From an optimization exercise on the open Yosys and OpenROAD flow, aimed at small area, a short achievable clock period and few clock cycles; shortcuts taken in it are not production practice. No activity file was given, so power comes from the tool's default toggle rates.

Design MU0, start of the top module:
module MU0 ( Addr, Dout, Halted, Rd, Wr, cc, fetch, regC, Clk, Din,
     Reset, srcC );
Size: about 70 I/O pins.
export LEC_CHECK = 0
export CAP_MARGIN = 20
export CORE_MARGIN = 2
export CORE_UTILIZATION = 70
export SLEW_MARGIN = 20
create_clock -name core_clock -period 10.0 [get_ports {Clk}]
standard.sh (not shown) runs the stock make flow with config.mk's settings and CLKGATE_MAP_FILE= SYNTH_SCRIPT=/design/flow/synth_recipe.tcl, a recipe that flattens the netlist after the stock synthesis.
==> flow/flow/run.sh <==
#!/bin/bash
# Standard ORFS layout in two parts. Between placement and clock tree
# synthesis, flow/size_io.tcl sizes the port buffers on the paths from the
# inputs straight to the outputs (srcC to regC, Reset and Din to the bus
# controls). Ports are buffered with buf_1 first; timing repair then aims
# at a 5 ns setup margin.
set -euo pipefail
K=("SETUP_SLACK_MARGIN=5.3" "BUFFER_PORTS_ARGS=-buffer_cell sky130_fd_sc_hd__buf_1" "CTS_ARGS=-sink_clustering_enable -repair_clock_nets -dont_use_dummy_load -buf_list sky130_fd_sc_hd__clkbuf_16 -root_buf sky130_fd_sc_hd__clkbuf_16")
bash standard.sh "${K[@]}" place > standard_place.log 2>&1
openroad -no_init -exit flow/size_io.tcl > size_io.log 2>&1
bash standard.sh "${K[@]}" finish > standard_finish.log 2>&1
==> flow/flow/size_io.tcl <==
set ::sizes {regC* sky130_fd_sc_hd__buf_2 Halted sky130_fd_sc_hd__buf_2 Rd sky130_fd_sc_hd__buf_2 fetch sky130_fd_sc_hd__buf_2 srcC* sky130_fd_sc_hd__buf_4}
# Resize the port buffers of the input-to-output paths in the placed design,
# then legalise the placement again.
set p $::env(FLOW_HOME)/platforms/$::env(FLOW_PLATFORM)
set r orfs/results/$::env(FLOW_PLATFORM)/MU0/base
read_lef $p/lef/sky130_fd_sc_hd.tlef
read_lef $p/lef/sky130_fd_sc_hd_merged.lef
read_liberty $p/lib/sky130_fd_sc_hd__tt_025C_1v80.lib
read_db $r/3_place.odb
read_sdc $r/3_place.sdc
source $p/setRC.tcl
estimate_parasitics -placement
report_checks -path_delay max -group_path_count 5 -format end
# the buffer on a port: the cell its net drives (input) or is driven by (output)
proc size_port {pattern cell} {
  set block [ord::get_db_block]
  foreach bt [$block getBTerms] {
    set name [$bt getName]
    if {![string match $pattern $name]} continue
    set want [expr {[$bt getIoType] eq "OUTPUT" ? "OUTPUT" : "INPUT"}]
    foreach it [[$bt getNet] getITerms] {
      if {[$it getIoType] ne $want} continue
      set inst [[$it getInst] getName]
      puts "$name: $inst [[[$it getInst] getMaster] getName] -> $cell"
      replace_cell [get_cells $inst] $cell
    }
  }
}
foreach {port cell} $::sizes { size_port $port $cell }
estimate_parasitics -placement
report_checks -path_delay max -group_path_count 5 -format end
report_checks -path_delay max
detailed_placement
check_placement -verbose
write_db $r/3_place.odb
The baseline went through all stages and came out clean.
Next try:
--- a/flow/flow/run.sh
+++ b/flow/flow/run.sh
@@ -7,3 +7,3 @@
 set -euo pipefail
-K=("SETUP_SLACK_MARGIN=5.3" "BUFFER_PORTS_ARGS=-buffer_cell sky130_fd_sc_hd__buf_1" "CTS_ARGS=-sink_clustering_enable -repair_clock_nets -dont_use_dummy_load -buf_list sky130_fd_sc_hd__clkbuf_16 -root_buf sky130_fd_sc_hd__clkbuf_16")
+K=("SETUP_SLACK_MARGIN=5.6" "BUFFER_PORTS_ARGS=-buffer_cell sky130_fd_sc_hd__buf_1" "CTS_ARGS=-sink_clustering_enable -repair_clock_nets -dont_use_dummy_load")
 bash standard.sh "${K[@]}" place > standard_place.log 2>&1
Effect:
- Now the flow ended with an error in global routing on GRT-0232
- area after synthesis does not change
- synthesized cell count does not change
Next try:
--- a/flow/flow/run.sh
+++ b/flow/flow/run.sh
@@ -7,3 +7,3 @@
 set -euo pipefail
-K=("SETUP_SLACK_MARGIN=5.6" "BUFFER_PORTS_ARGS=-buffer_cell sky130_fd_sc_hd__buf_1" "CTS_ARGS=-sink_clustering_enable -repair_clock_nets -dont_use_dummy_load")
+K=("SETUP_SLACK_MARGIN=5" "BUFFER_PORTS_ARGS=-buffer_cell sky130_fd_sc_hd__buf_1" "CTS_ARGS=-sink_clustering_enable -repair_clock_nets -dont_use_dummy_load")
 bash standard.sh "${K[@]}" place > standard_place.log 2>&1
This time the run produced a clean layout. Area after synthesis stays the same. Synthesized cell count does not change.
Next try:
==> flow/flow/run.sh (replaced) <==
#!/bin/bash
set -euo pipefail
bash standard.sh "SETUP_SLACK_MARGIN=5" "BUFFER_PORTS_ARGS=-buffer_cell sky130_fd_sc_hd__buf_1" finish > standard.log 2>&1
removed: flow/flow/size_io.tcl
Die area is unchanged; power is higher by 12%; clock power is higher by 60%.
Next try:
==> flow/flow/run.sh (replaced) <==
#!/bin/bash
# Standard ORFS layout in two parts. Between placement and clock tree
# synthesis, flow/size_io.tcl sizes the port buffers on the paths from the
# inputs straight to the outputs (srcC to regC, Reset and Din to the bus
# controls). Ports are buffered with buf_1 first; timing repair then aims
# at a 5 ns setup margin.
set -euo pipefail
K=("SETUP_SLACK_MARGIN=5.3" "BUFFER_PORTS_ARGS=-buffer_cell sky130_fd_sc_hd__buf_1" "CTS_ARGS=-sink_clustering_enable -repair_clock_nets -dont_use_dummy_load -sink_clustering_size 50 -sink_clustering_max_diameter 1000 -buf_list sky130_fd_sc_hd__clkbuf_8 -root_buf sky130_fd_sc_hd__clkbuf_8")
bash standard.sh "${K[@]}" place > standard_place.log 2>&1
openroad -no_init -exit flow/size_io.tcl > size_io.log 2>&1
bash standard.sh "${K[@]}" finish > standard_finish.log 2>&1
==> flow/flow/size_io.tcl (new file) <==
set ::sizes {regC* sky130_fd_sc_hd__buf_2 Halted sky130_fd_sc_hd__buf_2 Rd sky130_fd_sc_hd__buf_2 fetch sky130_fd_sc_hd__buf_2 srcC* sky130_fd_sc_hd__buf_4}
# Resize the port buffers of the input-to-output paths in the placed design,
# then legalise the placement again.
set p $::env(FLOW_HOME)/platforms/$::env(FLOW_PLATFORM)
set r orfs/results/$::env(FLOW_PLATFORM)/MU0/base
read_lef $p/lef/sky130_fd_sc_hd.tlef
read_lef $p/lef/sky130_fd_sc_hd_merged.lef
read_liberty $p/lib/sky130_fd_sc_hd__tt_025C_1v80.lib
read_db $r/3_place.odb
read_sdc $r/3_place.sdc
source $p/setRC.tcl
estimate_parasitics -placement
report_checks -path_delay max -group_path_count 5 -format end
# the buffer on a port: the cell its net drives (input) or is driven by (output)
proc size_port {pattern cell} {
  set block [ord::get_db_block]
  foreach bt [$block getBTerms] {
    set name [$bt getName]
    if {![string match $pattern $name]} continue
    set want [expr {[$bt getIoType] eq "OUTPUT" ? "OUTPUT" : "INPUT"}]
    foreach it [[$bt getNet] getITerms] {
      if {[$it getIoType] ne $want} continue
      set inst [[$it getInst] getName]
      puts "$name: $inst [[[$it getInst] getMaster] getName] -> $cell"
      replace_cell [get_cells $inst] $cell
    }
  }
}
foreach {port cell} $::sizes { size_port $port $cell }
estimate_parasitics -placement
report_checks -path_delay max -group_path_count 5 -format end
report_checks -path_delay max
detailed_placement
check_placement -verbose
write_db $r/3_place.odb
What happened:
- synthesized area stays the same
- maximum frequency went up by 6.1%
- setup slack gets better by 0.28 ns
- routed wire length went up by 1.6%
- die area is unchanged
- hold slack gets worse by 0.027 ns
- via count went down by 0.95%
- global-route usage stays flat
- utilization went up by 1.2 points
- register-to-register slack gets better by 0.20 ns
- non-clock buffer count went down by 1
Next try:
--- a/flow/flow/run.sh
+++ b/flow/flow/run.sh
@@ -7,3 +7,3 @@
 set -euo pipefail
-K=("SETUP_SLACK_MARGIN=5.3" "BUFFER_PORTS_ARGS=-buffer_cell sky130_fd_sc_hd__buf_1" "CTS_ARGS=-sink_clustering_enable -repair_clock_nets -dont_use_dummy_load -sink_clustering_size 50 -sink_clustering_max_diameter 1000 -buf_list sky130_fd_sc_hd__clkbuf_8 -root_buf sky130_fd_sc_hd__clkbuf_8")
+K=("SETUP_SLACK_MARGIN=5.3" "BUFFER_PORTS_ARGS=-buffer_cell sky130_fd_sc_hd__buf_1" "CTS_ARGS=-sink_clustering_enable -repair_clock_nets -dont_use_dummy_load")
 bash standard.sh "${K[@]}" place > standard_place.log 2>&1
What happened:
- power does not change
- clock-buffer cell count does not change
- design area stays the same
- global-route usage does not change
- sequential power stays flat
No functional check of the RTL was part of any run of this note.

## static timing again, ports no longer ideal
How much do the figures lean on ideal ports? The routed layouts below were timed once more, with nothing changed but the port constraints. Step 1 assumes that a clkbuf_16 drives the clock port and a buf_2 every other input. Step 2 also shifts input and output timing later by t, the mid clock arrival at the registers, as if the neighbouring blocks saw the same clock. Slacks: no drivers / after step 1 / after step 2; pairs: no drivers / after step 1.
run | shift t [ns] | setup WS [ns] | slew at the worst register clock pin (ns)
the first run | 0.314 | 5.336 / 5.281 / 5.146 | 0.06 / 0.06
the third run | 0.314 | 5.215 / 5.189 / 4.897 | 0.08 / 0.08
the fourth run | 0.323 | 5.049 / 5.002 / 4.979 | 0.09 / 0.09
the fifth run | 0.319 | 5.334 / 5.267 / 5.126 | 0.09 / 0.09
the sixth run | 0.319 | 5.334 / 5.267 / 5.126 | 0.09 / 0.09
After both steps setup and hold are still met in every run listed. The setup slack of the third run, which loses most, moves by -0.026 ns with the drivers and by -0.318 ns with both steps.
